This is an optimization exercise on Yosys and OpenROAD, whose aim is small area, not a production implementation. RTL that was checked went through simulation tests only; none was proved equivalent to the original. Power figures rest on the tool's default switching activity, not on a simulated workload.

old:
// fpga_top
module fpga_top (
output tx_R19,
output tx_T11,
output tx_T10,
output tx_T12,
output tx_U12,
output tx_U13,
output tx_V13,
output tx_V12,
output tx_W13,
output tx_T14,
output tx_T15,
output tx_P14,
output tx_R14,
output tx_Y16,
output tx_Y17,
output tx_W14,
output tx_Y14,
output tx_T16,
output tx_U17,
output tx_V15,
output tx_W15,
output tx_U14,
output tx_U15,
output tx_U18,
output tx_U19,
output tx_P19,
output tx_N20,
output tx_P20,
output tx_T20,
output tx_U20,
output tx_V20,
output tx_W20,
output tx_Y18,
output tx_Y19,
output tx_V16,
output tx_W16,
output tx_R16,
output tx_R17,
output tx_T17,
output tx_R18,
output tx_V17,
output tx_V18,
output tx_W18,
output tx_W19,
output tx_N17,
output tx_P18,
output tx_P15,
output tx_P16,
output tx_T19,
output tx_G14,
output tx_C20,
output tx_B20,
output tx_B19,
output tx_A20,
output tx_E17,
output tx_D18,
output tx_D19,
output tx_D20,
output tx_E18,
output tx_E19,
output tx_F16,
output tx_F17,
output tx_M19,
output tx_M20,
output tx_M17,
output tx_M18,
output tx_L19,
output tx_L20,
output tx_K19,
output tx_J19,
output tx_L16,
output tx_L17,
output tx_K17,
output tx_K18,
output tx_H16,
output tx_H17,
output tx_J18,
output tx_H18,
output tx_F19,
output tx_F20,
output tx_G17,
output tx_G18,
output tx_J20,
output tx_H20,
output tx_G19,
output tx_G20,
output tx_H15,
output tx_G15,
output tx_K14,
output tx_J14,
output tx_N15,
output tx_N16,
output tx_L14,
output tx_L15,
output tx_M14,
output tx_M15,
output tx_K16,
output tx_J16,
output tx_J15,
input clk,
input rst_n );
For scale: roughly 240 flip-flops, ~100 I/O pins.
==> flow/config.mk <==
export PLATFORM = sky130hd
export DESIGN_NAME = fpga_top
export DESIGN_NICKNAME = fpga_top
export VERILOG_FILES = /design/flow/design.v
export SDC_FILE = /design/flow/constraint.sdc
export NUM_CORES = 4
export LEC_CHECK = 0
export CAP_MARGIN = 20
export CORE_MARGIN = 2
export CORE_UTILIZATION = 40
export SLEW_MARGIN = 20
==> flow/constraint.sdc <==
create_clock -name core_clock -period 6.0 [get_ports {clk}]
set_input_delay 1.2000 -clock core_clock [delete_from_list [all_inputs] [get_ports {clk}]]
set_output_delay 1.2000 -clock core_clock [all_outputs]
set_load 0.01 [all_outputs]
standard.sh (not shown) runs the stock make flow with config.mk's settings and CLKGATE_MAP_FILE= SYNTH_SCRIPT=/design/flow/synth_recipe.tcl, a recipe that flattens the netlist after the stock synthesis.
==> flow/flow/run.sh <==
#!/bin/bash
# Standard ORFS layout with small port buffers and a small clock tree.
set -o pipefail
bash standard.sh \
  ABC_AREA=1 \
  BUFFER_PORTS_ARGS="-buffer_cell sky130_fd_sc_hd__buf_1" \
  CTS_ARGS="-sink_clustering_enable -repair_clock_nets -dont_use_dummy_load -sink_clustering_size 12 -sink_clustering_max_diameter 40 -buf_list {sky130_fd_sc_hd__clkbuf_4}" \
  finish > flow.log 2>&1
old | stages: all done | timing, DRC, antenna: all pass
The inputs of new differ from those of old as listed below.
-- flow/flow/run.sh --
<<< old, line 7
  CTS_ARGS="-sink_clustering_enable -repair_clock_nets -dont_use_dummy_load -sink_clustering_size 12 -sink_clustering_max_diameter 40 -buf_list {sky130_fd_sc_hd__clkbuf_4}" \
>>> new, line 7
  CTS_ARGS="-sink_clustering_enable -repair_clock_nets -dont_use_dummy_load -sink_clustering_size 10 -sink_clustering_max_diameter 40 -buf_list {sky130_fd_sc_hd__clkbuf_4}" \
==> run summary <==
Side by side, total length of routed met2 wires turned out higher in new than in old.
Every stage of the flow completed for new, and the final layout passed the timing, DRC and antenna checks.
old -> new: design area increased slightly
Total power, new vs old: up by a few percent
Between new and old, it is new whose share of the cycle needed by the critical path after routing is higher, by 0.33 points.
Global-route met2 utilization of old is on par with new.
No run of this note included a check of the RTL's function; only the layout flow was run.

========
Another version of the RTL of fpga_top (not shown whole).
Size: roughly 240 flip-flops, ~100 I/O pins, ~8600 um^2 of cells after synthesis.
==> flow/config.mk <==
export PLATFORM = sky130hd
export DESIGN_NAME = fpga_top
export DESIGN_NICKNAME = fpga_top
export VERILOG_FILES = /design/flow/design.v
export SDC_FILE = /design/flow/constraint.sdc
export NUM_CORES = 4
export LEC_CHECK = 0
export CAP_MARGIN = 20
export CORE_MARGIN = 2
export CORE_UTILIZATION = 40
export SLEW_MARGIN = 20
==> flow/constraint.sdc <==
create_clock -name core_clock -period 6.0 [get_ports {clk}]
set_input_delay 1.2000 -clock core_clock [delete_from_list [all_inputs] [get_ports {clk}]]
set_output_delay 1.2000 -clock core_clock [all_outputs]
set_load 0.01 [all_outputs]
==> flow/flow/run.sh <==
#!/bin/bash
# Standard ORFS layout with small port buffers and a small clock tree.
set -o pipefail
bash standard.sh \
  ABC_AREA=1 CORE_UTILIZATION=72 PLACE_DENSITY=0.82 \
  BUFFER_PORTS_ARGS="-buffer_cell sky130_fd_sc_hd__buf_1" \
  CTS_ARGS="-sink_clustering_enable -repair_clock_nets -dont_use_dummy_load -sink_clustering_size 10 -sink_clustering_max_diameter 40 -buf_list {sky130_fd_sc_hd__clkbuf_4}" \
  finish > flow.log 2>&1
The baseline finished with timing, DRC and antenna clean.
==> next run, changes <==
--- a/flow/flow/run.sh
+++ b/flow/flow/run.sh
@@ -5 +5 @@
-  ABC_AREA=1 CORE_UTILIZATION=72 PLACE_DENSITY=0.82 \
+  ABC_AREA=1 GPL_TIMING_DRIVEN=0 \
Effect: Design area climbs by a few percent; sequential power hardly moves; register-to-register slack is worse by 40 ps; power is about the same; routed wire length is lower by roughly a tenth; synthesized area is unchanged.

## what the ideal ports hide
The flow's constraints put no driver on any port. The routed layouts listed below were extracted and timed again, unchanged, in two steps.
Step 1: set_driving_cell puts a clkbuf_16 on clk and a buf_2 on each other input, an assumption about the parent block.
Step 2 also shifts input and output timing later by t, the mid clock arrival at the registers, as if the neighbouring blocks saw the same clock.
Three values: ideal ports, drivers, drivers and shift; two values: the first two.
| run | t, ns | setup WS [ns] | worst register clock-pin slew, ns |
|---|---|---|---|
| old | 0.656 | 0.427 / 0.427 / 0.427 | 0.12 / 0.12 |
| new | 0.599 | 0.408 / 0.408 / 0.408 | 0.11 / 0.11 |
| the first run of note 2 | 0.634 | 1.033 / 1.033 / 1.033 | 0.11 / 0.11 |
| the second run of note 2 | 0.649 | 0.996 / 0.996 / 0.996 | 0.11 / 0.11 |
After both steps every run listed still meets setup and hold.
